Background: an optimization exercise with open tools, aiming at small area, a short achievable clock period and few clock cycles. Do not read the settings as production practice. The RTL was checked by simulation tests, not by an equivalence proof against the original design. No activity file was given, so power comes from the tool's default toggle rates.

==> design/flow/design.v <==
`default_nettype none
module or32_lzc (
    input  wire [31:0] i_v,
    output wire [5:0]  o_n     
);
    wire        z16 = ~|i_v[31:16];
    wire [15:0] v16 = z16 ? i_v[15:0] : i_v[31:16];
    wire        z8  = ~|v16[15:8];
    wire [7:0]  v8  = z8 ? v16[7:0] : v16[15:8];
    wire        z4  = ~|v8[7:4];
    wire [3:0]  v4  = z4 ? v8[3:0] : v8[7:4];
    wire        z2  = ~|v4[3:2];
    wire [1:0]  v2  = z2 ? v4[1:0] : v4[3:2];
    wire        z1  = ~v2[1];
    wire        zz  = ~|i_v;
    assign o_n = zz ? 6'd32 : {1'b0, z16, z8, z4, z2, z1};
endmodule
`default_nettype none
module or32(
    input               i_rst,
    input               i_clk,
    output reg [31:0]   o_addr,
    output reg [31:0]   o_dat_w,
    output reg [3:0]    o_we,
    input      [31:0]   i_dat_r,
    output reg          o_stb,
    input               i_ack
);
    reg         rst;                 
    reg [31:0]  r [0:14];            
    reg [31:0]  fpc;                 
    reg         bus_wait;            
    reg [1:0]   bk;                  
    reg         fkill;               
    reg         mem_pend;            
    reg         mem_ld;              
    reg         st_chk;              
    localparam BK_F = 2'd0, BK_L = 2'd1, BK_S = 2'd2;
    reg [31:0]  ir, fb;
    reg         ir_v, fb_v;
    reg [3:0]   q_r1a;               
    reg [3:0]   q_r2a;               
    reg         q_p2r;               
    reg         q_use1, q_use2;      
    reg         q_wr;                
    reg         q_x;                 
    reg         q_jz, q_ims, q_shift, q_mul, q_div, q_ld, q_st;
    reg         q_rj;                
    reg         q_stdat;             
    reg [11:0]  q_xo;                
    reg         q_inv;
    reg [15:0]  sel1, sel2;          
    reg         x_v;
    reg [11:0]  xo;
    reg         x_inv;               
    reg         x_as;                
    reg         x_lb;                
    reg         x_w15;               
    reg         x_fin;               
    reg [3:0]   x_d;
    reg [7:0]   x_a1;
    reg [31:0]  x_a, x_b;
    reg [31:0]  acc;                 
    reg [31:0]  q;                   
    reg [4:0]   cnt;
    reg [1:0]   dph;                 
    reg         mfirst;              
    reg         dvz, dneg;           
    reg [2:0]   bc0, bc1;            
    localparam XO_SUM = 0, XO_MUL = 1, XO_DIV = 2, XO_AND = 3, XO_OR = 4, XO_SHL = 5,
               XO_SHR = 6, XO_LD = 7, XO_ST = 8, XO_IMS = 9, XO_LTU = 10, XO_JZ = 11;
    reg         ld_pend;             
    reg         ld_rdy;              
    reg [3:0]   ld_d;
    reg         ld_15;
    reg         ld_b;
    reg [1:0]   ld_sel;
    reg [31:0]  ld_data;
    reg         w_v;
    reg [3:0]   w_d;
    reg         w_15;
    reg [31:0]  w_data;
    wire [31:0] ir_in = fb_v ? fb : i_dat_r;
    wire [7:0]  n_op = ir_in[7:0];
    wire [7:0]  n_a1 = ir_in[15:8];
    wire [7:0]  n_a2 = ir_in[23:16];
    wire [7:0]  n_a3 = ir_in[31:24];
    wire        n_is7 = (n_op[7:4] == 4'h7);
    wire [3:0]  n_opc = n_op[3:0];
    wire [15:0] n_oh = n_is7 ? (16'd1 << n_opc) : 16'd0;
    wire n_alu  = n_oh[0] | n_oh[1] | n_oh[4] | n_oh[5] | n_oh[6] | n_oh[7] | n_oh[13];
    wire n_mul  = n_oh[2];
    wire n_div  = n_oh[3];
    wire n_ld   = n_oh[8] | n_oh[10];
    wire n_st   = n_oh[9] | n_oh[11];
    wire n_ims  = n_oh[12];
    wire n_jz   = n_oh[14];
    wire n_a1r  = (n_a1[7:4] == 4'h8);
    wire n_a2r  = (n_a2[7:4] == 4'h8);
    wire n_a3r  = (n_a3[7:4] == 4'h8);
    wire n_two  = n_alu | n_mul | n_div | n_ld | n_st;
    wire n_jz0   = n_jz & (n_a1 == 8'h00);
    wire n_addpc = n_oh[0] & (n_a1[3:0] == 4'hF) & (n_a2 == 8'h8F) & ~n_a3r;
    wire n_rj    = n_jz0 | n_addpc;
    wire [7:0] d_a1 = i_dat_r[15:8];
    wire [7:0] d_a2 = i_dat_r[23:16];
    wire       d_rj = (i_dat_r[7:0] == 8'h7E & d_a1 == 8'h00) |
                      (i_dat_r[7:0] == 8'h70 & d_a1[3:0] == 4'hF & d_a2 == 8'h8F &
                       i_dat_r[31:28] != 4'h8);
    wire [7:0] a1 = ir[15:8];
    wire [7:0] a2 = ir[23:16];
    wire [7:0] a3 = ir[31:24];
    wire [3:0] dd = a1[3:0];
    wire [31:0] rv [0:15];
    genvar gi;
    generate
        for (gi = 0; gi < 15; gi = gi + 1) begin : g_rv
            assign rv[gi] = r[gi];
        end
    endgenerate
    assign rv[15] = fpc;
    wire        x_st = xo[XO_ST];
    wire        x_sthold = x_v & x_st;
    wire [3:0]  p1a = x_sthold ? x_a1[3:0] : q_r1a;
    reg  [31:0] p1r, p2r;
    integer j;
    always @(*) begin
        p1r = 32'd0;
        p2r = 32'd0;
        for (j = 0; j < 16; j = j + 1) begin
            p1r = p1r | ({32{sel1[j]}} & rv[j]);
            p2r = p2r | ({32{sel2[j]}} & rv[j]);
        end
    end
    wire [31:0] p1 = (w_v & ~w_15 & (w_d == p1a)) ? w_data : p1r;
    wire [31:0] p2 = (w_v & ~w_15 & (w_d == q_r2a)) ? w_data : p2r;
    wire [7:0]  pimm = q_jz ? a1 : a3;
    wire [31:0] A2  = (a2[7:4] == 4'h8) ? p1 : {{24{a2[7]}}, a2};
    wire [31:0] B2  = q_p2r ? p2 : {{24{pimm[7]}}, pimm};      
    wire [31:0] ims_v = {p2[15:0], a3, a2};
    wire [31:0] jz_tgt = fpc + (q_jz ? {{14{a3[7]}}, a3, a2, 2'b00} : {{24{a3[7]}}, a3});
    wire [31:0] xa_in = q_ims ? ims_v : ((q_jz | q_shift) ? B2 : A2);
    wire [31:0] xb_in = q_jz ? jz_tgt : (q_shift ? A2 : B2);
    function [2:0] booth(input [2:0] b);     
        booth = {b[2] & ~(b[1] & b[0]), (b == 3'b011) | (b == 3'b100), b[1] ^ b[0]};
    endfunction
    wire        x_mul = xo[XO_MUL];
    wire        x_div = xo[XO_DIV];
    wire        x_ld  = xo[XO_LD];
    wire        x_jz  = xo[XO_JZ];
    wire        x_wr  = ~x_ld & ~x_st & ~x_jz;
    wire        inv = x_div ? ~x_as : x_inv;
    wire [32:0] sum33 = {x_as, x_a} + (inv ? ~{1'b0, x_b} : {1'b0, x_b}) + {32'd0, inv};
    wire [31:0] sum = sum33[31:0];
    wire [4:0]  sh_amt = x_div ? cnt : x_a[4:0];
    wire        sh_big = ~x_div & (|x_a[31:5]);
    wire [31:0] shl_r = sh_big ? 32'd0 : (x_b << sh_amt);
    wire [31:0] shr_r = sh_big ? 32'd0 : (x_b >> sh_amt);
    wire b0_one = bc0[0];
    wire b0_two = bc0[1];
    wire b0_neg = bc0[2];
    wire b1_one = bc1[0];
    wire b1_two = bc1[1];
    wire b1_neg = bc1[2];
    wire [31:0] m0 = b0_one ? x_a : (b0_two ? {x_a[30:0], 1'b0} : 32'd0);
    wire [31:0] m1 = b1_one ? {x_a[29:0], 2'b0} : (b1_two ? {x_a[28:0], 3'b0} : 32'd0);
    wire [31:0] row0 = b0_neg ? ~m0 : m0;
    wire [31:0] row1 = b1_neg ? ~m1 : m1;
    wire [31:0] cs_s = acc ^ row0 ^ row1;
    wire [31:0] cs_c = {(acc[30:0] & row0[30:0]) | (acc[30:0] & row1[30:0]) |
                        (row0[30:0] & row1[30:0]), b0_neg};
    wire [32:0] acc_n33 = {cs_s, 1'b1} + {cs_c, b1_neg};
    wire [31:0] acc_n = acc_n33[32:1];
    wire        m_last = (&x_b[31:3]) | ~(|x_b[31:3]);
    wire        sm_a = (&x_a[31:7]) | ~(|x_a[31:7]);
    wire        sm_b = (&x_b[31:7]) | ~(|x_b[31:7]);
    wire        m_swap = mfirst & ~sm_b & sm_a;
    wire [5:0] lz_a, lz_b;
    or32_lzc u_lza (.i_v(x_a), .o_n(lz_a));
    or32_lzc u_lzb (.i_v(x_b), .o_n(lz_b));
    wire [31:0] q_n   = {q[30:0], ~sum33[32]};
    wire x_done = x_v & x_fin & ~(x_ld ? (mem_pend | ld_pend) :
                                  x_st & mem_pend);
    wire [31:0] x_res = ({32{xo[XO_SUM]}} & sum) |
                        ({32{xo[XO_MUL]}} & acc) |
                        ({32{xo[XO_DIV]}} & (dph[0] ? q : q_n)) |
                        ({32{xo[XO_AND]}} & (x_a & x_b)) |
                        ({32{xo[XO_OR]}}  & (x_a | x_b)) |
                        ({32{xo[XO_SHL]}} & shl_r) |
                        ({32{xo[XO_SHR]}} & shr_r) |
                        ({32{xo[XO_IMS]}} & x_a) |
                        {31'd0, xo[XO_LTU] & sum33[32]};    
    wire [31:0] maddr = {sum[31:2], 2'b00};
    wire        x_a1r = (x_a1[7:4] == 4'h8);
    wire [31:0] fpcm4 = {fpc[31:2] - 30'd1, fpc[1:0]};
    wire [31:0] st_rip = ir_v ? fpcm4 : fpc;
    wire [31:0] st_d  = ~x_a1r ? {{24{x_a1[7]}}, x_a1} :
                        (x_a1[3:0] == 4'hF) ? st_rip : p1;
    reg  [3:0]  st_we;
    always @(*) begin
        case (sum[1:0])
            2'd0: st_we = 4'b0001;
            2'd1: st_we = 4'b0010;
            2'd2: st_we = 4'b0100;
            default: st_we = 4'b1000;
        endcase
        if (~x_lb) st_we = 4'b1111;
    end
    wire [31:0] st_dw = x_lb ? {4{st_d[7:0]}} : st_d;
    wire hz_x  = x_v & (x_wr | x_ld) & ((q_use1 & (q_r1a == x_d)) | (q_use2 & (q_r2a == x_d)) |
                                        (x_ld & q_wr & (dd == x_d)) |
                                        (x_ld & q_stdat & (dd == x_d)));
    wire hz_ld = ld_pend & ((q_use1 & (q_r1a == ld_d)) | (q_use2 & (q_r2a == ld_d)) |
                            ((q_wr | q_stdat) & (dd == ld_d)));
    wire x_blk   = x_v & (x_st | x_jz | x_w15);      
    wire r_stall = hz_x | hz_ld | x_blk | st_chk;
    wire x_free  = ~x_v | x_done;
    wire r_go    = ir_v & ~r_stall & (~q_x | x_free);
    wire r_free  = ~ir_v | r_go;
    wire jzt      = x_v & x_jz & ~(|x_a);
    wire hold     = (x_v & x_w15) | (w_v & w_15) | (ld_pend & ld_15);
    wire smc      = st_chk & ((ir_v & (o_addr[31:2] == fpcm4[31:2])) |
                              (o_addr[31:2] == fpc[31:2]));
    wire rj       = r_go & q_rj;
    wire flush    = jzt | hold | smc | rj;
    wire mem_go   = x_done & (x_ld | x_st);
    wire [31:0] ld_val = ~ld_b ? ld_data :
                         {24'd0, (ld_sel == 2'd0) ? ld_data[7:0] :
                                 (ld_sel == 2'd1) ? ld_data[15:8] :
                                 (ld_sel == 2'd2) ? ld_data[23:16] : ld_data[31:24]};
    wire ld_wr    = ld_rdy & ~w_v;         
    wire arr      = i_ack & bus_wait & (bk == BK_F) & ~fkill;
    wire ir_load  = ~flush & r_free & (fb_v | arr);
    wire ir_v_nx  = ~flush & (r_free ? (fb_v | arr) : ir_v);
    wire fb_v_nx  = ~flush & ~r_free & (fb_v | arr);
    wire [31:0] fpc_base = rj ? jz_tgt : jzt ? x_b : ((smc & ir_v) ? fpcm4 : fpc);
    wire [31:0] fpc_seq  = ir_load ? fpc + 32'd4 : fpc_base;
    wire can_issue = ~o_stb & (~bus_wait | i_ack);
    wire f_go = can_issue & ~mem_go & ~mem_pend & ~hold & ~fb_v & ~(ir_v & arr) & ~(arr & d_rj);
    wire        rf_we = w_v ? ~w_15 : (ld_wr & ~ld_15);
    wire [3:0]  rf_wa = w_v ? w_d : ld_d;
    wire [31:0] rf_wd = w_v ? w_data : ld_val;
    integer k;
    always @(posedge i_clk) begin
        rst <= i_rst;
        for (k = 0; k < 15; k = k + 1)
            if (rf_we && rf_wa == k) r[k] <= rf_wd;
        if (w_v & w_15)
            fpc <= w_data;
        else if (ld_wr & ld_15)
            fpc <= ld_val;
        else
            fpc <= fpc_seq;
        if (r_free) begin
            ir      <= ir_in;
            q_r1a   <= n_a2[3:0];
            q_r2a   <= (n_ims | n_jz) ? n_a1[3:0] : n_a3[3:0];
            q_p2r   <= n_jz ? n_a1r : n_a3r;
            q_use1  <= n_two & n_a2r & ~n_rj;
            q_use2  <= ((n_two & n_a3r) | n_ims | (n_jz & n_a1r)) & ~n_rj;
            q_wr    <= (n_alu | n_ims | n_mul | n_div | n_ld) & ~n_rj;
            q_x     <= (n_two | n_ims | n_jz) & ~n_rj;
            q_rj    <= n_rj;
            q_jz    <= n_jz;
            q_ims   <= n_ims;
            q_shift <= n_oh[6] | n_oh[7];
            q_mul   <= n_mul;
            q_div   <= n_div;
            q_ld    <= n_ld;
            q_st    <= n_st;
            q_stdat <= n_st & n_a1r;
            q_xo    <= 12'd0;
            q_xo[XO_SUM] <= n_oh[0] | n_oh[1];
            q_xo[XO_MUL] <= n_mul;
            q_xo[XO_DIV] <= n_div;
            q_xo[XO_AND] <= n_oh[4];
            q_xo[XO_OR]  <= n_oh[5];
            q_xo[XO_SHL] <= n_oh[6];
            q_xo[XO_SHR] <= n_oh[7];
            q_xo[XO_LD]  <= n_ld;
            q_xo[XO_ST]  <= n_st;
            q_xo[XO_IMS] <= n_ims;
            q_xo[XO_LTU] <= n_oh[13];
            q_xo[XO_JZ]  <= n_jz;
            q_inv   <= n_oh[1] | n_oh[3] | n_oh[13];
        end
        if (~r_free & ~fb_v) fb <= i_dat_r;
        if (r_go & q_st)
            sel1 <= 16'd1 << dd;                 
        else if (r_free)
            sel1 <= 16'd1 << n_a2[3:0];
        else if (x_sthold & x_done)
            sel1 <= 16'd1 << q_r1a;
        if (r_free)
            sel2 <= (n_ims | n_jz) ? (16'd1 << n_a1[3:0]) : (16'd1 << n_a3[3:0]);
        ir_v <= ir_v_nx;
        fb_v <= fb_v_nx;
        o_stb <= ~i_rst & can_issue & (mem_go | mem_pend | f_go);
        bus_wait <= o_stb | (bus_wait & ~i_ack);
        if (can_issue)
            bk <= (mem_go | mem_pend) ? ((mem_go ? x_ld : mem_ld) ? BK_L : BK_S) : BK_F;
        mem_pend <= (mem_go | mem_pend) & ~can_issue;
        if (mem_go) mem_ld <= x_ld;
        st_chk <= mem_go & x_st;
        if (can_issue & f_go) fkill <= 1'b0;
        else if (flush) fkill <= 1'b1;
        if (mem_go) begin
            o_addr  <= maddr;
            o_we    <= x_st ? st_we : 4'b0000;
            o_dat_w <= st_dw;
        end else if (~mem_pend) begin
            o_addr  <= fpc_seq;
            o_we    <= 4'b0000;
        end
        if (r_go & q_x) begin
            xo     <= q_xo;
            x_inv  <= q_inv;
            x_as   <= 1'b0;
            x_lb   <= ir[1];
            x_w15  <= q_wr & (dd == 4'hF);
            x_d    <= dd;
            x_a1   <= a1;
            x_a    <= xa_in;
            x_b    <= xb_in;
            acc    <= 32'd0;
            bc0    <= booth({xb_in[1:0], 1'b0});
            bc1    <= booth(xb_in[3:1]);
            dph    <= 2'd0;
            mfirst <= 1'b1;
            x_fin  <= ~(q_mul | q_div);
        end else if (x_v & x_mul & ~x_fin) begin
            mfirst <= 1'b0;
            if (m_swap) begin
                x_a   <= x_b;
                x_b   <= x_a;
                bc0   <= booth({x_a[1:0], 1'b0});
                bc1   <= booth(x_a[3:1]);
            end else begin
                x_a   <= {x_a[27:0], 4'd0};
                x_b   <= {{4{x_b[31]}}, x_b[31:4]};
                bc0   <= booth(x_b[5:3]);
                bc1   <= booth(x_b[7:5]);
                acc   <= acc_n;
                x_fin <= m_last;      
            end
        end else if (x_v & x_div) begin
            case (dph)
                2'd0: begin
                    cnt   <= lz_b[4:0] - lz_a[4:0];
                    dvz   <= lz_b[5];
                    dneg  <= (lz_a > lz_b);
                    dph   <= 2'd1;
                    x_fin <= ~(|x_b);        
                end
                2'd1: begin
                    if (dvz | dneg) begin
                        dph   <= 2'd3;       
                        x_fin <= 1'b1;
                    end else begin
                        x_b   <= shl_r;
                        dph   <= 2'd2;
                        x_fin <= (cnt == 5'd0);
                    end
                end
                2'd2: begin
                    x_a   <= sum;
                    x_as  <= sum33[32];
                    x_b   <= {1'b0, x_b[31:1]};
                    cnt   <= cnt - 5'd1;
                    x_fin <= (cnt == 5'd1);
                end
                default: ;
            endcase
        end
        if (x_v & x_div) begin
            if (dph == 2'd1) begin
                if (~dvz) q <= 32'd0;
            end else if (dph == 2'd2) begin
                q <= q_n;
            end
        end
        x_v <= (r_go & q_x) | (x_v & ~x_done);
        if (bus_wait & (bk == BK_L)) ld_data <= i_dat_r;
        ld_rdy <= (ld_rdy & ~ld_wr) | (i_ack & bus_wait & (bk == BK_L));
        if (mem_go & x_ld) begin
            ld_pend <= 1'b1;
            ld_d    <= x_d;
            ld_15   <= x_w15;
            ld_b    <= x_lb;
            ld_sel  <= sum[1:0];
        end else if (ld_wr)
            ld_pend <= 1'b0;
        w_v <= x_done & x_wr;
        if (x_done) begin
            w_d    <= x_d;
            w_15   <= x_w15;
            w_data <= x_res;
        end
        if (rst) begin
            o_stb      <= ~i_rst;        
            o_addr     <= 32'd0;
            o_we       <= 4'b0000;
            bk         <= BK_F;
            bus_wait   <= 1'b0;
            fkill      <= 1'b0;
            mem_pend   <= 1'b0;
            st_chk     <= 1'b0;
            fpc        <= 32'd0;
            r[14]      <= 32'd0;
            ir_v       <= 1'b0;
            fb_v       <= 1'b0;
            x_v        <= 1'b0;
            q          <= 32'd0;
            ld_pend    <= 1'b0;
            ld_rdy     <= 1'b0;
            w_v        <= 1'b0;
        end
    end
endmodule
==> design/flow/flow/run.sh <==
#!/bin/bash
set -euo pipefail
bash standard.sh SETUP_SLACK_MARGIN=9 "BUFFER_PORTS_ARGS=-buffer_cell sky130_fd_sc_hd__buf_4" finish > standard.log 2>&1
==> design/flow/standard.sh <==
#!/bin/bash
# synth_recipe.tcl (not shown) runs the flow's synth.tcl, then flattens the netlist and writes it again
# the make line also repeats each setting of config.mk as NAME=value (left out here)
make -C /OpenROAD-flow-scripts/flow DESIGN_CONFIG=/design/flow/config.mk WORK_HOME=/design/flow/orfs CLKGATE_MAP_FILE= SYNTH_SCRIPT=/design/flow/synth_recipe.tcl "${@:-finish}"
==> design/flow/config.mk <==
export PLATFORM = sky130hd
export DESIGN_NAME = or32
export DESIGN_NICKNAME = or32
export VERILOG_FILES = /design/flow/design.v
export SDC_FILE = /design/flow/constraint.sdc
export NUM_CORES = 4
export LEC_CHECK = 0
export ABC_CLOCK_PERIOD_IN_PS = 4000
export CAP_MARGIN = 20
export CORE_MARGIN = 2
export CORE_UTILIZATION = 40
export SLEW_MARGIN = 20
export TNS_END_PERCENT = 5
==> design/flow/constraint.sdc <==
create_clock -name core_clock -period 13.0 [get_ports {i_clk}]
set_input_delay 2.6000 -clock core_clock [delete_from_list [all_inputs] [get_ports {i_clk}]]
set_output_delay 2.6000 -clock core_clock [all_outputs]
set_load 0.01 [all_outputs]
==> impl_metrics.py, run 1 <==
metrics = {
    "floorplan": {
        "die_area_mm2": 0.152,
        "die_w_um": 390,
        "pin_count": 104,
        "row_count": 141,
        "start_util_pct": 40.3,
        "fp.coreArea_mm2": 0.148,
        "die_h_um": 390,
    },
    "synthesis": {
        "syn_area_per_cell_um2": 9.71,
        "synthCells": 6148,
        "synthArstFlopShare_pct": 0,
        "yosysWarnings": 2,
        "synth.yosys.seq_area_share_pct": 45.0,
        "synth_nets": 6339,
        "synthFlopType": "edfxtp_1",
        "synthDistinctLibCells": 92,
        "synth_seq_cells": 955,
        "synth_edf_count": 772,
        "syn-cell-area_mm2": 0.0597,
    },
    "layout": {
        "layout.nets": 6415,
        "largest_reg_flops": 480,
        "layout.cells.non_filler": 8251,
        "syn_to_final_growth_pct": 17.1,
        "final_cell_area_mm2": 0.0699,
        "drive_gt1_share_pct": 16.4,
        "largest_register": "r",
        "nFillCells": 13800,
        "fin_util_pct": 47.3,
    },
    "sta": {
        "fin_skew_ns": 0.0991,
        "max_freq_mhz": 221,
        "maxSlewHeadroom_pct": 12.3,
        "timing.final.crit_period_ns": 4.53,
        "hold_slack_ns": 0.417,
        "maxSlewViolCount": 0,
        "finalCritPeriodShare_pct": 34.8,
        "finalSetupViolCount": 0,
        "final.setup.tns_ns": 0,
        "rsz0062_at_grt": "true",
        "tightestPinTransition_ns": 1.31,
        "setup_slack_ns": 8.47,
        "hold_viol": 0,
    },
    "power": {
        "switching_power_mw": 3.36,
        "swShare_pct": 34.7,
        "pwr-share-seq_pct": 36.8,
        "p_leak_nw": 25.1,
        "power_density_mw_per_mm2": 139,
        "pwr-share-comb_pct": 30.0,
        "p_total_mw": 9.70,
        "clockPowerShare_pct": 33.1,
        "vdd_drop_max_mv": 0.142,
        "p_int_mw": 6.33,
    },
    "critical_path": {
        "crit_path_max_fanout": 14,
        "critical_path_class": "register to register",
        "crit_arrival_ns": 5.00,
        "critPathCaptureType": "register",
        "r2r.worst_path.cells": 17,
        "startpoint_type": "register",
        "cp_data_required_time_ns": 13.47,
    },
    "grt": {
        "grt_use_total_pct": 39.1,
        "grt_pass1_vias": 52900,
        "grt_pass1_wl_mm": 422,
        "overflow": 0,
        "grt_max_degree": 68,
        "antenna_found_initial": 12,
    },
    "routing": {
        "route.antenna.remaining_nets": 0,
        "drt_iter0_markers": 10300,
        "wl_per_cell_um": 37.3,
        "wl_mm": 308,
        "drtPass1Iterations": 8,
        "post-route-drc-count": 0,
        "vias": 57500,
        "via_per_inst": 6.97,
    },
    "placed_design": {
        "place_area_mm2": 0.0628,
        "io_buffers": 103,
        "place_inst": 7869,
        "place.gp.congestion": 1.07,
        "dp_hpwl_mm": 206,
        "preCtsSetupSlack_ns": 7.31,
    },
    "clock_tree": {
        "cts_buffers": 106,
        "clock-sinks": 955,
        "cts_buffer_depth": 3,
        "cts_tree": "built",
        "root_buffer": "clkbuf_16",
        "clock_latency_ns": 0.84,
        "htreeDepth": 3,
        "clk_pin_slew_ns": 0.07,
    },
    "job": {
        "cap_viol_max_count": 0,
    },
    "hold_path": {
        "min-delay-path-class": "register to register",
        "hold-path-cell-count": 0,
    },
    "outcome": {
        "status": "finished clean",
    },
}
-- layout by cell type, fill, tap and decap left out, types with 54 or more instances in the layout --
cell       count
dfxtp_1      174
a211oi_1      54
a21o_1        64
edfxtp_1     772
clkbuf_16    109
a21oi_1      362
xor2_1       120
mux2_2        76
a22o_1       168
xnor2_1      190
inv_1        110
buf_4        425
o21ai_0      312
o211ai_1      94
mux2i_1      251
nand4_1       83
ha_1         100
a221oi_1     145
nand2b_1      55
nand2_1      529
nor2b_1       58
nor3_1        75
nand3_1      153
nor2_1       488
a22oi_1      358
-- cell usage after synthesis, drive strengths merged (22+ instances only) --
library cell,n,area [um^2]
edfxtp,772,23200
nand2,538,2020
nor2,523,1960
clkbuf,434,1630
a21oi,386,1940
a22oi,361,2710
o21ai,355,1780
mux2i,257,2570
xnor2,196,1720
dfxtp,183,3660
a22o,168,1470
nand3,160,801
a221oi,147,1290
ha,122,1530
xor2,120,1050
inv,119,447
o211ai,94,706
buf,93,388
nand4,83,519
nor3,83,420
mux2,80,901
nor2b,66,413
a211oi,65,488
a21o,64,480
nand2b,57,357
and3,54,338
nor4,42,299
a221o,37,370
a31oi,36,225
fa,34,681
or3,34,218
o22ai,31,194
o221ai,30,263
and2,25,159
o21a,23,173
a222oi,22,220
-- path summary, 6_finish.rpt --
path,startpoint,to,slack [ns]
worst min-delay path,q_xo[3],xo[3],0.42
worst max register to register,x_b[10],dneg,8.47
worst min register to register,q_xo[3],xo[3],0.42
worst max-delay path,x_b[10],dneg,8.47
-- worst max-delay path, cell delays in order, from the launching register on --
cell and delay [ns]:
edfxtp_1 0.76, nor4_1 0.37, nand2_1 0.24, nor2_1 0.20, nand3_1 0.16, nor3_1 0.63, inv_1 0.16, and2_1 0.19
o21ai_0 0.15, inv_1 0.15, ha_1 0.34, nor2b_1 0.14, o21a_1 0.16, o21a_1 0.16, o21ai_1 0.11, nand2b_1 0.08
a21oi_2 0.16, a31oi_2 0.07
-- routing by layer --
metal | vias up | part of all wire, % | GRT usage [%] | wire, um
met5 | - | 0.056 | 0.383 | 171
met1 | 28100 | 37 | 50.0 | 113000
met2 | 4757 | 41 | 56.3 | 126000
met3 | 1073 | 14 | 14.2 | 44000
li1 | 23600 | - | - | -
met4 | 16 | 7.8 | 23.3 | 23900
-- cell type report --
cell class                      instances  area (um^2)  share of cell area [%]
Tap cell                             1930         2410                    3.45
Timing Repair Buffer                  494         4510                    6.45
Inverter                              121          488                   0.698
Clock inverter                         70          850                    1.21
Multi-Input combinational cell       4546        31900                    45.7
Clock buffer                          131         2870                    4.10
Antenna cell                            4         10.0                  0.0143
Sequential cell                       955        26900                    38.4
-- power groups by stage --
stage / clock network (mW) / logic (mW) / registers [mW]
2_1_floorplan: 0 / 1.60 / 3.55
3_3_place_gp: 0 / 2.39 / 3.63
3_5_place_dp: 0 / 2.39 / 3.63
4_1_cts: 3.22 / 2.66 / 3.56
5_1_grt: 3.34 / 3.06 / 3.57
6_report: 3.21 / 2.91 / 3.57
-- what timing repair did --
item / CTS / global route
resized for setup: 268 / 91
setup endpoints to repair: 400 / 369
buffers inserted: 139 / 18
pin swaps: 95 / 29
hold endpoints to repair: 0 / 0
cloned: 19 / 1
hold buffers: 0 / 0
-- cells by family after synthesis --
| logic type | count (synthesis) | synth area share [%] |
|---|---|---|
| AOI/OAI and AO/OA | 1994 | 23.1 |
| adders and majority gates | 156 | 3.70 |
| and+or+nand+nor | 1741 | 13.6 |
| DFF | 955 | 45.0 |
| xor gates and xnor gates | 316 | 4.63 |
| muxes | 338 | 5.85 |
| buffers and inverters | 648 | 4.14 |
Testbench counts, summed over its fixed seeds: cycles 173,888.
==> run 2, diff against run 1 <==
--- a/design/flow/config.mk
+++ b/design/flow/config.mk
@@ -5,7 +5,7 @@
 export SDC_FILE = /design/flow/constraint.sdc
 export NUM_CORES = 4
 export LEC_CHECK = 0
-export ABC_CLOCK_PERIOD_IN_PS = 4000
+export ABC_AREA = 1
 export CAP_MARGIN = 20
 export CORE_MARGIN = 2
 export CORE_UTILIZATION = 40
==> run 2 against run 1 <==
Effect of this change:
- highest routed layer unchanged
- worst setup slack better by 0.17 ns
- global-route usage up 3.8 points
- final cell count up 21%
- combinational power down 19%
- flip-flop and latch count unchanged
- non-clock buffer count down 4
- largest power group unchanged
- final area up 2.7%
- wire length up 14%
- synthesized cell count up 24%
- still clean on timing, DRC and antenna
==> impl_metrics.py, run 2 <==
metrics = {
    "routing": {
        "vias": 65100,
        "route.antenna.remaining_nets": 0,
        "drt_iter0_markers": 10500,
        "post-route-drc-count": 0,
        "wl_mm": 349,
        "drtPass1Iterations": 9,
        "wl_per_cell_um": 35.1,
        "via_per_inst": 6.54,
    },
    "grt": {
        "grt_pass1_vias": 58800,
        "grt-busiest-layer": "met2",
        "grt_use_total_pct": 42.9,
        "grtUsageMet2_pct": 62.2,
        "globalRouteMet3Util_pct": 15.3,
        "grt_pass1_wl_mm": 472,
        "overflow": 0,
        "antenna_found_initial": 17,
        "use_met1_pct": 52.0,
        "grt_max_degree": 84,
    },
    "floorplan": {
        "start_util_pct": 40.3,
        "pin_count": 104,
        "row_count": 143,
        "fp.coreArea_mm2": 0.152,
        "die_w_um": 396,
        "die_area_mm2": 0.157,
        "die_h_um": 396,
    },
    "placed_design": {
        "place.gp.congestion": 1.13,
        "dp_hpwl_mm": 247,
        "io_buffers": 103,
        "preCtsSetupSlack_ns": 7.66,
        "place_inst": 9539,
        "place_area_mm2": 0.0647,
    },
    "sta": {
        "finalSetupViolCount": 0,
        "maxSlewHeadroom_pct": 10.7,
        "maxSlewViolCount": 0,
        "timing.final.crit_period_ns": 4.36,
        "finalCritPeriodShare_pct": 33.5,
        "max_freq_mhz": 230,
        "final.setup.tns_ns": 0,
        "tightestPinTransition_ns": 1.33,
        "rsz0062_at_grt": "true",
        "fin_skew_ns": 0.0959,
        "setup_slack_ns": 8.64,
        "hold_viol": 0,
    },
    "power": {
        "power_density_mw_per_mm2": 127,
        "p_leak_nw": 27.7,
        "vdd_drop_max_mv": 0.126,
    },
    "clock_tree": {
        "clock_latency_ns": 0.83,
        "cts_buffers": 110,
        "cts_hold_buf": 0,
        "clk_pin_slew_ns": 0.06,
        "root_buffer": "clkbuf_16",
        "cts_buffer_depth": 3,
        "clock-sinks": 955,
        "htreeDepth": 3,
        "cts_tree": "built",
    },
    "layout": {
        "layout_commonest_cell": "nand2_1",
        "largest_register": "r",
        "drive_gt1_share_pct": 13.9,
        "syn_to_final_growth_pct": 17.1,
        "final_cell_mix": "nand2_1 (1809), edfxtp_1 (772), o21ai_0 (702)",
        "layout.cells.non_filler": 9956,
        "largest_reg_flops": 480,
        "final_cell_area_mm2": 0.0718,
        "layout.nets": 8000,
    },
    "job": {
        "cap_viol_max_count": 0,
    },
    "critical_path": {
        "crit_start": "x_v",
        "crit_path_max_fanout": 54,
        "reg2reg_from": "x_v",
        "critical_path_class": "register to register",
        "cp_data_required_time_ns": 13.66,
        "critPathCaptureType": "register",
        "crit_arrival_ns": 5.02,
        "startpoint_type": "register",
    },
    "synthesis": {
        "synth.yosys.seq_area_share_pct": 43.8,
        "synth_nets": 7832,
        "syn-cell-area_mm2": 0.0614,
        "synth_edf_count": 772,
        "synthCells": 7641,
        "synth_common_cells": "nand2_1 (1833), o21ai_0 (778), edfxtp_1 (772), inv_1 (603), a21oi_1 (602)",
        "yosysWarnings": 2,
        "synth.most_common_cell": "nand2_1",
        "synthDistinctLibCells": 71,
        "synth_top_area_share_pct": 37.8,
        "synth_area_leader_cell": "edfxtp_1",
        "synth_area_leaders": "edfxtp_1 (38%), nand2_1 (11%), o21ai_0 (6.3%), dfxtp_1 (6.0%), a21oi_1 (4.9%)",
        "synthFlopType": "edfxtp_1",
        "syn_area_per_cell_um2": 8.03,
        "synth_seq_cells": 955,
        "synthArstFlopShare_pct": 0,
    },
    "hold_path": {
        "min-delay-start": "q_xo[3]",
        "min-delay-path-class": "register to register",
    },
    "outcome": {
        "status": "finished clean",
    },
}
[run 2: changes by cell type in the layout (fill, tap and decap cells not counted), sizes merged, moves of 110 or more]
cell	before	now
nand2	538	1842
inv	123	608
o21ai	356	805
a22oi	361	4
a21oi	386	604
mux2i	257	40
nand3	160	351
xnor2	196	66
o22ai	31	141
[run 2: metal layers]
metal / routed length (um) / vias to the layer above
met3: 47500 / 1448
met5: 370 / -
met4: 34300 / 14
met2: 144000 / 5243
li1: - / 27300
met1: 124000 / 31100
[run 2: what timing repair did]
action | CTS | global route
gates cloned | 4 | 3
resized for setup | 216 | 233
pin swaps | 18 | 48
buffers inserted | 91 | 89
endpoints found under the setup margin | 338 | 297
endpoints found under the hold margin | 0 | 0
[run 2: through the flow]
stage                     util [%]  total power [mW]  hold slack, ns
after floorplan                  -              4.72           0.400
after global placement        42.6              5.62           0.402
after detailed placement      42.6              5.62           0.405
after CTS                     46.0              8.88           0.415
after global routing          47.2              9.31           0.422
final                         47.2              9.10           0.414
[run 2: cell type report]
type                            instances  area [um^2]
Timing Repair Buffer                  490         4130
Inverter                              652         2610
Sequential cell                       955        26900
Fill cell                           14900        80200
Tap cell                             2030         2540
Timing Repair inverter                  1         7.51
Antenna cell                           21         52.6
Clock inverter                         72          828
Clock buffer                          136         2900
Multi-Input combinational cell       5599        31900
[run 2: cell families (layout without fill, tap and decap cells)]
family	count (synthesis)	after routing	synth area share, %
adder cells (fa/ha/maj)	156	156	3.60
XOR/XNOR	252	252	3.60
AND/OR/NAND/NOR	3050	3051	21.3
buffers and inverters	1088	1351	6.85
AO/OA/AOI/OAI	2100	2100	20.3
other	0	21	0
multiplexers	40	40	0.653
flip-flops	955	955	43.8
[run 2: power breakdown]
group,internal [mW],switching [mW]
clock network,1.82,1.44
logic,0.672,1.70
registers,3.37,0.0985
total,5.86,3.23
[run 2: critical path, stage by stage (launching register included)]
cell and delay [ns]:
dfxtp_2 0.51, nand2_1 0.30, o21ai_0 0.35, nor2_1 0.07, nor3_1 0.24, nand3_2 0.28, buf_12 0.31, a31oi_1 0.41
inv_1 0.16, o21ai_0 0.55, o21ai_0 0.19, a21oi_1 0.22, o21ai_0 0.45, nand2_1 0.18
[run 2: path summary, 6_finish.rpt]
| path | depth (start not counted) | slack, ns | end |
|---|---|---|---|
| worst max-delay path | 13 | 8.64 | x_a[27] |
| worst min-delay path | 0 | 0.41 | xo[3] |
| worst max register to register | 13 | 8.64 | x_a[27] |
| worst min register to register | 0 | 0.41 | xo[3] |
==> run 3, diff against run 2 <==
--- a/design/flow/design.v
+++ b/design/flow/design.v
@@ -29,15 +29,16 @@
     reg         rst;                 
     reg [31:0]  r [0:14];            
     reg [31:0]  fpc;                 
-    reg         bus_wait;            
+    reg         pend;                
     reg [1:0]   bk;                  
     reg         fkill;               
     reg         mem_pend;            
     reg         mem_ld;              
     reg         st_chk;              
+    reg [13:2]  st_lo;               
     localparam BK_F = 2'd0, BK_L = 2'd1, BK_S = 2'd2;
-    reg [31:0]  ir, fb;
-    reg         ir_v, fb_v;
+    reg [31:0]  ir;
+    reg         ir_v;
     reg [3:0]   q_r1a;               
     reg [3:0]   q_r2a;               
     reg         q_p2r;               
@@ -80,7 +81,7 @@
     reg [3:0]   w_d;
     reg         w_15;
     reg [31:0]  w_data;
-    wire [31:0] ir_in = fb_v ? fb : i_dat_r;
+    wire [31:0] ir_in = i_dat_r;
     wire [7:0]  n_op = ir_in[7:0];
     wire [7:0]  n_a1 = ir_in[15:8];
     wire [7:0]  n_a2 = ir_in[23:16];
@@ -219,8 +220,7 @@
     wire r_free  = ~ir_v | r_go;
     wire jzt      = x_v & x_jz & ~(|x_a);
     wire hold     = (x_v & x_w15) | (w_v & w_15) | (ld_pend & ld_15);
-    wire smc      = st_chk & ((ir_v & (o_addr[31:2] == fpcm4[31:2])) |
-                              (o_addr[31:2] == fpc[31:2]));
+    wire smc      = st_chk & ((ir_v & (st_lo == fpcm4[13:2])) | (st_lo == fpc[13:2]));
     wire rj       = r_go & q_rj;
     wire flush    = jzt | hold | smc | rj;
     wire mem_go   = x_done & (x_ld | x_st);
@@ -229,14 +229,14 @@
                                  (ld_sel == 2'd1) ? ld_data[15:8] :
                                  (ld_sel == 2'd2) ? ld_data[23:16] : ld_data[31:24]};
     wire ld_wr    = ld_rdy & ~w_v;         
-    wire arr      = i_ack & bus_wait & (bk == BK_F) & ~fkill;
-    wire ir_load  = ~flush & r_free & (fb_v | arr);
-    wire ir_v_nx  = ~flush & (r_free ? (fb_v | arr) : ir_v);
-    wire fb_v_nx  = ~flush & ~r_free & (fb_v | arr);
+    wire arr      = i_ack & pend & (bk == BK_F) & ~fkill;
+    wire ir_load  = ~flush & r_free & arr;
+    wire ir_v_nx  = ~flush & (r_free ? arr : ir_v);
     wire [31:0] fpc_base = rj ? jz_tgt : jzt ? x_b : ((smc & ir_v) ? fpcm4 : fpc);
     wire [31:0] fpc_seq  = ir_load ? fpc + 32'd4 : fpc_base;
-    wire can_issue = ~o_stb & (~bus_wait | i_ack);
-    wire f_go = can_issue & ~mem_go & ~mem_pend & ~hold & ~fb_v & ~(ir_v & arr) & ~(arr & d_rj);
+    wire can_issue = ~pend | i_ack;
+    wire issue     = ~i_rst & can_issue & (mem_go | mem_pend | f_go);
+    wire f_go = can_issue & ~mem_go & ~mem_pend & ~hold & ~(ir_v & arr) & ~(arr & d_rj);
     wire        rf_we = w_v ? ~w_15 : (ld_wr & ~ld_15);
     wire [3:0]  rf_wa = w_v ? w_d : ld_d;
     wire [31:0] rf_wd = w_v ? w_data : ld_val;
@@ -284,7 +284,6 @@
             q_xo[XO_JZ]  <= n_jz;
             q_inv   <= n_oh[1] | n_oh[3] | n_oh[13];
         end
-        if (~r_free & ~fb_v) fb <= i_dat_r;
         if (r_go & q_st)
             sel1 <= 16'd1 << dd;                 
         else if (r_free)
@@ -294,9 +293,8 @@
         if (r_free)
             sel2 <= (n_ims | n_jz) ? (16'd1 << n_a1[3:0]) : (16'd1 << n_a3[3:0]);
         ir_v <= ir_v_nx;
-        fb_v <= fb_v_nx;
-        o_stb <= ~i_rst & can_issue & (mem_go | mem_pend | f_go);
-        bus_wait <= o_stb | (bus_wait & ~i_ack);
+        o_stb <= issue;
+        pend  <= issue | (pend & ~i_ack);
         if (can_issue)
             bk <= (mem_go | mem_pend) ? ((mem_go ? x_ld : mem_ld) ? BK_L : BK_S) : BK_F;
         mem_pend <= (mem_go | mem_pend) & ~can_issue;
@@ -305,6 +303,7 @@
         if (can_issue & f_go) fkill <= 1'b0;
         else if (flush) fkill <= 1'b1;
         if (mem_go) begin
+            st_lo   <= maddr[13:2];
             o_addr  <= maddr;
             o_we    <= x_st ? st_we : 4'b0000;
             o_dat_w <= st_dw;
@@ -380,8 +379,8 @@
             end
         end
         x_v <= (r_go & q_x) | (x_v & ~x_done);
-        if (bus_wait & (bk == BK_L)) ld_data <= i_dat_r;
-        ld_rdy <= (ld_rdy & ~ld_wr) | (i_ack & bus_wait & (bk == BK_L));
+        if (pend & (bk == BK_L)) ld_data <= i_dat_r;
+        ld_rdy <= (ld_rdy & ~ld_wr) | (i_ack & pend & (bk == BK_L));
         if (mem_go & x_ld) begin
             ld_pend <= 1'b1;
             ld_d    <= x_d;
@@ -401,14 +400,13 @@
             o_addr     <= 32'd0;
             o_we       <= 4'b0000;
             bk         <= BK_F;
-            bus_wait   <= 1'b0;
+            pend       <= ~i_rst;
             fkill      <= 1'b0;
             mem_pend   <= 1'b0;
             st_chk     <= 1'b0;
             fpc        <= 32'd0;
             r[14]      <= 32'd0;
             ir_v       <= 1'b0;
-            fb_v       <= 1'b0;
             x_v        <= 1'b0;
             q          <= 32'd0;
             ld_pend    <= 1'b0;
==> run 3 against run 2 <==
Effect of this change:
- final cell count down 0.80%
- utilization down 1.2 points
- clock skew up 0.0048 ns
- register-to-register slack about the same
- power up 14%
- critical path depth up 2
- sequential power up 2%
- wire length down 2.7%
==> impl_metrics.py, run 3 <==
metrics = {
    "critical_path": {
        "startpoint_type": "register",
        "critical_path_class": "register to register",
        "crit_path_max_fanout": 13,
        "cp_data_required_time_ns": 13.43,
        "crit_start": "x_a[15]",
        "critPathCaptureType": "register",
        "crit_arrival_ns": 4.80,
        "ff2ff_setup_slack_ns": 8.63,
        "reg2reg_from": "x_a[15]",
    },
    "synthesis": {
        "synth_common_cells": "nand2_1 (2144), edfxtp_1 (752), o21ai_0 (706), a21oi_1 (598), inv_1 (538)",
        "syn_area_per_cell_um2": 7.85,
        "yosysWarnings": 2,
        "synth.most_common_cell": "nand2_1",
        "synth_nets": 7855,
        "synth_top_area_share_pct": 37.5,
        "synthDistinctLibCells": 71,
        "synth_area_leaders": "edfxtp_1 (38%), nand2_1 (13%), dfxtp_1 (6.1%), o21ai_0 (5.9%), a21oi_1 (5.0%)",
        "synthCells": 7664,
        "syn-cell-area_mm2": 0.0602,
        "synthFlopType": "edfxtp_1",
        "synth_edf_count": 752,
        "synth_seq_cells": 934,
        "synthArstFlopShare_pct": 0,
        "synth_area_leader_cell": "edfxtp_1",
        "synth.yosys.seq_area_share_pct": 43.6,
    },
    "hold_path": {
        "min-delay-start": "q_inv",
        "min-delay-path-class": "register to register",
    },
    "placed_design": {
        "preCtsSetupSlack_ns": 7.56,
        "io_buffers": 103,
        "dp_hpwl_mm": 242,
        "place.gp.congestion": 1.11,
    },
    "grt": {
        "grt_use_total_pct": 42.9,
        "grt_pass1_wl_mm": 460,
        "antenna_found_initial": 32,
        "grt_pass1_vias": 57300,
        "grt_max_degree": 79,
        "overflow": 0,
    },
    "clock_tree": {
        "clk_pin_slew_ns": 0.06,
        "cts_hold_buf": 0,
        "cts_buffer_depth": 3,
        "cts_buffers": 104,
        "cts_tree": "built",
        "htreeDepth": 3,
        "clock-sinks": 934,
        "clock_latency_ns": 0.82,
        "root_buffer": "clkbuf_16",
    },
    "layout": {
        "largest_register": "r",
        "largest_reg_flops": 480,
        "fin_util_pct": 46.0,
        "drive_gt1_share_pct": 10.9,
        "layout_commonest_cell": "nand2_1",
        "multi_input_area_mm2": 0.0307,
        "syn_to_final_growth_pct": 14.5,
        "final_cell_mix": "nand2_1 (2129), edfxtp_1 (752), o21ai_0 (668)",
        "nFillCells": 14900,
        "layout.nets": 7933,
        "seqCellArea_mm2": 0.0262,
    },
    "sta": {
        "setup_slack_ns": 8.63,
        "fin_skew_ns": 0.101,
        "finalSetupViolCount": 0,
        "final.setup.tns_ns": 0,
        "finalCritPeriodShare_pct": 33.6,
        "max_freq_mhz": 229,
        "hold_viol": 0,
        "maxSlewViolCount": 0,
        "rsz0062_at_grt": "true",
        "tightestPinTransition_ns": 1.36,
        "timing.final.crit_period_ns": 4.37,
        "maxSlewHeadroom_pct": 9.11,
    },
    "floorplan": {
        "pin_count": 104,
        "row_count": 142,
        "start_util_pct": 40.2,
        "fp.coreArea_mm2": 0.150,
        "die_area_mm2": 0.153,
        "die_w_um": 392,
        "die_h_um": 392,
    },
    "power": {
        "p_leak_nw": 27.1,
        "power_density_mw_per_mm2": 151,
        "vdd_drop_max_mv": 0.115,
    },
    "routing": {
        "vias": 64200,
        "via_per_inst": 6.50,
        "drt_iter0_markers": 10900,
        "route.antenna.remaining_nets": 0,
        "post-route-drc-count": 0,
        "wl_mm": 340,
        "drtPass1Iterations": 10,
        "wl_per_cell_um": 34.4,
    },
    "job": {
        "cap_viol_max_count": 0,
    },
    "outcome": {
        "status": "finished clean",
    },
}
==> run 3: cell count changes after synthesis, sizes merged, moves of 17 or more <==
cell    previous run  this run
or2               45        19
edfxtp           772       752
o22ai            141       108
xor2             186       169
nor2             521       451
o21ai            805       762
inv              621       573
nand2           1842      2153
buf               94       142
clkbuf           342       301
a211oi            56        37
nand3            350       401
xnor2             66        43
o211ai            87       129
==> run 3: area by class of cell <==
class,instances,share of cell area [%]
Clock inverter,49,0.937
Clock buffer,149,4.30
Timing Repair inverter,3,0.0309
Tap cell,2016,3.66
Sequential cell,934,38.1
Timing Repair Buffer,412,4.75
Antenna cell,26,0.0945
Multi-Input combinational cell,5690,44.6
Inverter,597,3.51
==> run 3: timing repair <==
action,in CTS,in global routing
cloned,3,1
setup endpoints to repair,311,238
setup buffers,54,53
resized for setup,97,147
pin swaps,8,14
==> run 3: per-stage QoR <==
step                      hold slack, ns  power [mW]  cell area, um^2  instances
after floorplan                    0.400        5.52            60200       7664
after global placement             0.403        6.97            63300       9540
after global routing               0.434        10.7            68800       9850
final                              0.412        10.4            68900       9876
after CTS                          0.412        10.2            67900       9795
after detailed placement           0.406        6.97            63400       9540
==> run 3: routing by layer <==
| layer | share of wire (%) | wire (um) | vias to the layer above | global-route usage, % |
|---|---|---|---|---|
| met5 | 0.17 | 588 | - | 0.478 |
| met4 | 7.9 | 26800 | 38 | 27.0 |
| met3 | 15 | 50500 | 1290 | 17.6 |
| met2 | 41 | 139000 | 5289 | 61.3 |
| met1 | 36 | 124000 | 30700 | 53.3 |
| li1 | - | - | 26900 | - |
==> run 3: cells by family after synthesis <==
family / share of synthesized area (%)
buffers and inverters: 6.86
flip-flops: 43.6
AO/OA/AOI/OAI: 19.4
adder cells (fa/ha/maj): 3.67
multiplexers: 0.449
AND/OR/NAND/NOR: 22.9
XOR/XNOR: 3.09
==> run 3: worst paths after layout <==
check | endpoint | cells past startpoint
hold / removal | x_inv | 0
setup reg to reg | w_data[24] | 15
hold reg to reg | x_inv | 0
setup / recovery | w_data[24] | 15
==> run 3: critical path: stages (launching register included) <==
cell and delay (ns):
edfxtp_1 0.87, inv_1 0.24, nand2_1 0.13, nor3_1 0.05, nand2_1 0.10, nor2_1 0.05
inv_1 0.09, nor2_1 0.11, nor2_1 0.54, nor2_1 0.24, nand2_1 0.15, inv_1 0.34
nand2_1 0.17, o2111ai_1 0.17, a21oi_1 0.42, o21ai_0 0.30
==> run 3: where the power goes <==
group          internal [mW]  switching [mW]
clock network           1.78            1.36
logic                   1.04            2.66
registers               3.37           0.165
Testbench counts of run 3, summed over its fixed seeds: cycles 174,885.
==> run 4, diff against run 3 <==
--- a/design/flow/config.mk
+++ b/design/flow/config.mk
@@ -10,4 +10,4 @@
 export CORE_MARGIN = 2
 export CORE_UTILIZATION = 40
 export SLEW_MARGIN = 20
-export TNS_END_PERCENT = 5
+export TNS_END_PERCENT = 100
==> run 4 against run 3 <==
Effect of this change:
- largest cell class unchanged
- still clean
- clock power is 3% higher
- register-to-register slack gained 0.28 ns
- highest routed layer unchanged
- utilization grew 0.48 points
- fmax up 6.9%
- power is 1.5% higher
- flip-flop and latch count stayed put
- global-route usage rose by 1.1 points
- clock-buffer cell count decreased by 16
- worst setup slack better by 0.28 ns
- non-clock buffer count is 42 higher
==> impl_metrics.py, run 4 <==
metrics = {
    "synthesis": {
        "synthFlopType": "edfxtp_1",
        "synth_nets": 7855,
        "synthDistinctLibCells": 71,
        "synthCells": 7664,
        "synth_top_area_share_pct": 37.5,
        "synth_edf_count": 752,
        "synthArstFlopShare_pct": 0,
        "synth_area_leader_cell": "edfxtp_1",
        "yosysWarnings": 2,
        "synth_common_cells": "nand2_1 (2144), edfxtp_1 (752), o21ai_0 (706), a21oi_1 (598), inv_1 (538)",
        "synth.yosys.seq_area_share_pct": 43.6,
        "synth_area_leaders": "edfxtp_1 (38%), nand2_1 (13%), dfxtp_1 (6.1%), o21ai_0 (5.9%), a21oi_1 (5.0%)",
        "syn_area_per_cell_um2": 7.85,
        "synth.most_common_cell": "nand2_1",
        "syn-cell-area_mm2": 0.0602,
        "synth_seq_cells": 934,
    },
    "power": {
        "pwr-share-comb_pct": 35.9,
        "p_total_mw": 10.5,
        "pwr-share-seq_pct": 33.6,
        "vdd_drop_max_mv": 0.145,
        "switching_power_mw": 4.27,
        "p_int_mw": 6.27,
        "power_density_mw_per_mm2": 151,
        "clockPowerShare_pct": 30.6,
        "p_leak_nw": 27.5,
        "swShare_pct": 40.5,
    },
    "routing": {
        "via_per_inst": 6.49,
        "wl_per_cell_um": 35.2,
        "post-route-drc-count": 0,
        "drtPass1Iterations": 12,
        "wl_mm": 349,
        "vias": 64300,
        "route.antenna.remaining_nets": 0,
        "drt_iter0_markers": 11500,
    },
    "placed_design": {
        "place_area_mm2": 0.0634,
        "place.gp.congestion": 1.11,
        "dp_hpwl_mm": 247,
        "preCtsSetupSlack_ns": 7.68,
        "place_inst": 9540,
        "io_buffers": 103,
    },
    "floorplan": {
        "die_w_um": 392,
        "die_h_um": 392,
        "row_count": 142,
        "pin_count": 104,
        "die_area_mm2": 0.153,
        "start_util_pct": 40.2,
        "fp.coreArea_mm2": 0.150,
    },
    "critical_path": {
        "startpoint_type": "register",
        "crit_arrival_ns": 4.53,
        "cp_data_required_time_ns": 13.45,
        "critical_path_class": "register to register",
        "crit_path_max_fanout": 48,
        "critPathCaptureType": "register",
    },
    "clock_tree": {
        "cts_buffers": 108,
        "clock_latency_ns": 0.82,
        "clock-sinks": 934,
        "cts_buffer_depth": 3,
        "htreeDepth": 3,
        "root_buffer": "clkbuf_16",
        "cts_hold_buf": 0,
        "clk_pin_slew_ns": 0.06,
        "cts_tree": "built",
    },
    "sta": {
        "tightestPinTransition_ns": 1.28,
        "hold_viol": 0,
        "setup_slack_ns": 8.92,
        "finalCritPeriodShare_pct": 31.4,
        "finalSetupViolCount": 0,
        "maxSlewHeadroom_pct": 13.8,
        "timing.final.crit_period_ns": 4.08,
        "final.setup.tns_ns": 0,
        "hold_slack_ns": 0.418,
        "max_freq_mhz": 245,
        "fin_skew_ns": 0.0886,
        "rsz0062_at_grt": "true",
        "maxSlewViolCount": 0,
    },
    "layout": {
        "final_cell_mix": "nand2_1 (2129), edfxtp_1 (752), o21ai_0 (658)",
        "fin_util_pct": 46.5,
        "final_cell_area_mm2": 0.0696,
        "largest_register": "r",
        "largest_reg_flops": 480,
        "drive_gt1_share_pct": 12.2,
        "layout.cells.non_filler": 9920,
        "syn_to_final_growth_pct": 15.7,
        "layout_commonest_cell": "nand2_1",
        "layout.nets": 7979,
    },
    "job": {
        "cap_viol_max_count": 0,
    },
    "grt": {
        "grt_pass1_wl_mm": 469,
        "grt_max_degree": 79,
        "antenna_found_initial": 38,
        "overflow": 0,
        "grt_use_total_pct": 44.0,
        "grt_pass1_vias": 57600,
    },
    "outcome": {
        "status": "finished clean",
    },
    "hold_path": {
        "min-delay-path-class": "register to register",
    },
}
run 4: area by class of cell:
| type | count | area, um^2 |
|---|---|---|
| repair buffers | 454 | 3680 |
| well taps | 2016 | 2520 |
| repair inverters | 2 | 15.0 |
| diodes | 23 | 57.6 |
| inverters | 597 | 2450 |
| fillers | 15000 | 80000 |
| clock inverters | 70 | 812 |
| flip-flops and latches | 934 | 26300 |
| multi-input cells | 5691 | 30900 |
| clock buffers | 133 | 2880 |
run 4: power groups by stage:
stage / registers (mW) / logic (mW) / clock network, mW
after floorplan: 3.52 / 2.00 / 0
after global placement: 3.60 / 3.40 / 0
after detailed placement: 3.60 / 3.39 / 0
after CTS: 3.53 / 3.49 / 3.23
after global routing: 3.54 / 3.91 / 3.34
final: 3.54 / 3.78 / 3.22
run 4: kinds of logic (layout without fill, tap and decap cells):
kind of cell             Yosys count  after routing  share of synthesized area (%)
AND/OR/NAND/NOR                 3310           3311                           22.9
AO/OA/AOI/OAI                   1985           1985                           19.4
buffers and inverters           1040           1256                           6.86
flip-flops                       934            934                           43.6
XOR/XNOR                         212            212                           3.09
adder cells (fa/ha/maj)          156            156                           3.67
multiplexers                      27             27                          0.449
other                              0             23                              0
run 4: critical path, cell delays in order (launching register included):
cell and delay, ns:
edfxtp_1 0.56, inv_1 0.18, nor4_2 0.28, buf_4 0.52, inv_1 0.60, nor2_2 0.58
o22ai_1 0.54, nand2_1 0.29, o21ai_0 0.18
run 4: worst paths after layout:
check             startpoint     endpoint  slack [ns]  depth (start not counted)
setup / recovery     x_a1[0]  o_dat_w[19]        8.92                          8
hold / removal      q_xo[10]       xo[10]        0.42                          0
setup reg to reg     x_a1[0]  o_dat_w[19]        8.92                          8
hold reg to reg     q_xo[10]       xo[10]        0.42                          0
run 4: metal layers:
metal / track usage [%] / share of wire (%) / vias to the layer above / routed length (um)
li1: - / - / 27100 / -
met1: 54.6 / 36 / 30700 / 126000
met2: 62.4 / 40 / 5281 / 141000
met3: 17.6 / 15 / 1319 / 51800
met4: 29.9 / 8.6 / 30 / 30200
met5: 0 / 0.12 / - / 420
run 4: what timing repair did:
| action | 4_1_cts | 5_1_grt |
|---|---|---|
| gates cloned | 3 | 3 |
| setup endpoints to repair | 303 | 265 |
| pin swaps | 11 | 25 |
| resized for setup | 177 | 150 |
| buffers inserted | 71 | 77 |
==> run 5, diff against run 4 <==
==> design/flow/flow/run.sh (replaced) <==
#!/bin/bash
set -euo pipefail
bash standard.sh SETUP_SLACK_MARGIN=9.6 "BUFFER_PORTS_ARGS=-buffer_cell sky130_fd_sc_hd__buf_4" finish > standard.log 2>&1
--- a/design/flow/config.mk
+++ b/design/flow/config.mk
@@ -10,4 +10,4 @@
 export CORE_MARGIN = 2
 export CORE_UTILIZATION = 40
 export SLEW_MARGIN = 20
-export TNS_END_PERCENT = 100
+export TNS_END_PERCENT = 30
==> run 5 against run 4 <==
Effect of this change:
- still clean on timing, DRC and antenna
- register-to-register slack got worse by 0.07 ns
- via count is 2.9% higher
- clock skew is 0.0051 ns lower
- non-clock buffer count increased by 166
- area after synthesis unchanged
- die area unchanged
- sequential power barely moved
- critical path type unchanged
- largest power group unchanged
==> impl_metrics.py, run 5 <==
metrics = {
    "grt": {
        "grt_max_degree": 79,
        "grt_pass1_wl_mm": 474,
        "grtUsageMet2_pct": 62.0,
        "grt_use_total_pct": 44.2,
        "overflow": 0,
        "use_met1_pct": 52.4,
        "antenna_found_initial": 25,
        "grt-busiest-layer": "met2",
        "globalRouteMet3Util_pct": 21.0,
        "grt_pass1_vias": 60100,
    },
    "critical_path": {
        "path_common_cell": "nor2_1",
        "cpPeakStageDelay_ns": 0.83,
        "startpoint_type": "register",
        "critPathCaptureType": "register",
        "crit_chain": "nand3_1 -> nor2_1 -> inv_1 -> nor2_1 -> nand3_1 -> nor2_1 -> nand2_1 -> nor2_1 -> nand4_1 -> o21ai_0 -> nand3_1 -> nand3_2 -> nand2_1 -> a21oi_2",
        "crit_family": "simple AND/OR/NAND/NOR gates",
        "crit_buf_inv": 1,
        "critical_path_class": "register to register",
        "r2r.worst_path.cells": 14,
        "cp_data_required_time_ns": 13.72,
        "worst-path-stages": 14,
        "critPathSlowestCell": "dfxtp_1",
        "crit_arrival_ns": 4.87,
        "crit_path_max_fanout": 8,
    },
    "clock_tree": {
        "clock_latency_ns": 0.84,
        "root_buffer": "clkbuf_16",
        "cts_buffer_depth": 3,
        "cts_hold_buf": 0,
        "cts_tree": "built",
        "cts_buffers": 107,
        "clk_pin_slew_ns": 0.07,
        "clock-sinks": 934,
        "htreeDepth": 3,
    },
    "layout": {
        "layout.nets": 8150,
        "layout_commonest_cell": "nand2_1",
        "largest_reg_flops": 480,
        "syn_to_final_growth_pct": 24.5,
        "final_cell_mix": "nand2_1 (1998), edfxtp_1 (752), o21ai_0 (614)",
        "nFillCells": 14400,
        "layout.cells.non_filler": 10100,
        "largest_register": "r",
        "final_cell_area_mm2": 0.0749,
        "drive_gt1_share_pct": 19.9,
    },
    "synthesis": {
        "yosysWarnings": 2,
        "synth_area_leaders": "edfxtp_1 (38%), nand2_1 (13%), dfxtp_1 (6.1%), o21ai_0 (5.9%), a21oi_1 (5.0%)",
        "syn-cell-area_mm2": 0.0602,
        "synth_area_leader_cell": "edfxtp_1",
        "synth_seq_cells": 934,
        "synthDistinctLibCells": 71,
        "synthFlopType": "edfxtp_1",
        "synthCells": 7664,
        "syn_area_per_cell_um2": 7.85,
        "synth_edf_count": 752,
        "synth.most_common_cell": "nand2_1",
        "synth_nets": 7855,
        "synth.yosys.seq_area_share_pct": 43.6,
        "synth_top_area_share_pct": 37.5,
        "synthArstFlopShare_pct": 0,
        "synth_common_cells": "nand2_1 (2144), edfxtp_1 (752), o21ai_0 (706), a21oi_1 (598), inv_1 (538)",
    },
    "power": {
        "p_total_mw": 11.2,
        "power_density_mw_per_mm2": 150,
        "vdd_drop_max_mv": 0.147,
        "p_leak_nw": 29.3,
    },
    "job": {
        "cap_viol_max_count": 0,
    },
    "sta": {
        "timing.final.crit_period_ns": 4.15,
        "max_freq_mhz": 241,
        "finalSetupViolCount": 0,
        "final.setup.tns_ns": 0,
        "hold_viol": 0,
        "tightestPinTransition_ns": 1.40,
        "hold_slack_ns": 0.420,
        "maxSlewViolCount": 0,
        "maxSlewHeadroom_pct": 5.90,
        "rsz0062_at_grt": "true",
        "finalCritPeriodShare_pct": 32.0,
        "fin_skew_ns": 0.0835,
    },
    "placed_design": {
        "io_buffers": 103,
        "place.gp.congestion": 1.13,
        "dp_hpwl_mm": 240,
        "place_inst": 9536,
        "place_area_mm2": 0.0634,
    },
    "hold_path": {
        "min-delay-path-class": "register to register",
        "hold-path-cell-count": 0,
    },
    "routing": {
        "wl_per_cell_um": 35.0,
        "route.antenna.remaining_nets": 0,
        "wl_mm": 353,
        "post-route-drc-count": 0,
        "drt_iter0_markers": 11400,
        "via_per_inst": 6.56,
        "vias": 66200,
        "drtPass1Iterations": 13,
    },
    "floorplan": {
        "fp.coreArea_mm2": 0.150,
        "die_w_um": 392,
        "die_area_mm2": 0.153,
        "die_h_um": 392,
        "start_util_pct": 40.2,
        "pin_count": 104,
        "row_count": 142,
    },
    "outcome": {
        "status": "finished clean",
    },
}
-- run 5: cell count changes in the layout (fill, tap and decap cells not counted), moves of 55 or more --
cell / previous run / this run
nand2_1: 2129 / 1998
buf_6: 11 / 96
nand3_1: 389 / 314
nand2_2: 16 / 85
a21oi_1: 571 / 504
nand2_4: 5 / 67
a21oi_2: 22 / 77
-- run 5: final timing paths --
check,from,to,slack (ns)
worst min register to register,q_xo[7],xo[7],0.42
worst max-delay path,fpc[5],fpc[22],8.85
worst min-delay path,q_xo[7],xo[7],0.42
worst max register to register,fpc[5],fpc[22],8.85
-- run 5: final cells by class --
class	count	area, um^2	area share, %
Multi-Input combinational cell	5692	33800	45.1
Sequential cell	934	26300	35.1
Timing Repair Buffer	620	5860	7.82
Clock buffer	130	2860	3.81
Inverter	597	2590	3.45
Tap cell	2016	2520	3.37
Clock inverter	74	863	1.15
Timing Repair inverter	7	83.8	0.112
Antenna cell	18	45.0	0.0601
-- run 5: per-stage QoR --
stage | worst slack (ns) | util, %
after global placement | 7.78 | 42.3
after detailed placement | 7.68 | 42.4
after CTS | 9.04 | 48.4
final | 8.85 | 50.1
after global routing | 8.98 | 50.0
after floorplan | 9.02 | -
-- run 5: repair_timing --
action                                 CTS  global route
endpoints found under the hold margin    0             0
pin swaps                              196           129
setup endpoints to repair              534           398
resized for setup                      767           414
cloned                                  18             8
buffers inserted                       224            80
-- run 5: cells by family (layout without fill, tap and decap cells) --
logic type / count (synthesis) / count (layout) / synth area share, %
fa+ha+maj: 156 / 156 / 3.67
buf+inv: 1040 / 1428 / 6.86
compound gates: 1985 / 1985 / 19.4
other cells: 0 / 18 / 0
mux: 27 / 27 / 0.449
xor+xnor: 212 / 212 / 3.09
simple gates: 3310 / 3312 / 22.9
flops: 934 / 934 / 43.6
-- run 5: layer usage --
layer	routed length, um	up-vias
li1	-	27400
met1	122000	31400
met2	140000	5674
met3	56000	1713
met4	34700	26
met5	442	-
-- run 5: power breakdown --
part	switching (mW)	total [mW]	internal [mW]
clock network	1.41	3.23	1.82
logic	3.03	4.44	1.41
registers	0.170	3.54	3.37
-- run 5: worst register-to-register path, cell delays in order (launching register included) --
cell     delay (ns)
dfxtp_1        0.83
nand3_1        0.44
nor2_1         0.26
inv_1          0.13
nor2_1         0.13
nand3_1        0.13
nor2_1         0.36
nand2_1        0.16
nor2_1         0.12
nand4_1        0.17
o21ai_0        0.70
nand3_1        0.26
nand3_2        0.14
nand2_1        0.07
a21oi_2        0.16

## what the ideal ports hide
The flow's constraints put no driver on any port. The routed layouts listed below were extracted and timed again, unchanged, in two steps.
Step 1 assumes that a clkbuf_16 drives the clock port and a buf_2 every other input.
Step 2 times the ports against the registers' clock, not the clock port: input delays grow and output delays shrink by t, the midpoint of the rising clock arrivals with the driver on.
a / b / c = ideal ports / drivers / drivers and shift; a / b = the first two.
run | shift t [ns] | slack for setup (ns) | worst setup path after step 2 | pins driven straight from the clock port
run 1 | 0.861 | 8.474 / 8.474 / 7.707 | input to register | 1
run 2 | 0.863 | 8.645 / 8.645 / 8.141 | input to register | 1
run 3 | 0.853 | 8.634 / 8.634 / 7.927 | input to register | 1
run 4 | 0.856 | 8.917 / 8.917 / 8.178 | input to register | 1
run 5 | 0.879 | 8.846 / 8.846 / 8.198 | input to register | 1
After both steps every run listed still meets setup and hold. For run 1, which loses most, drivers alone change the setup slack by 0.000 ns; drivers and shift together by -0.767 ns.
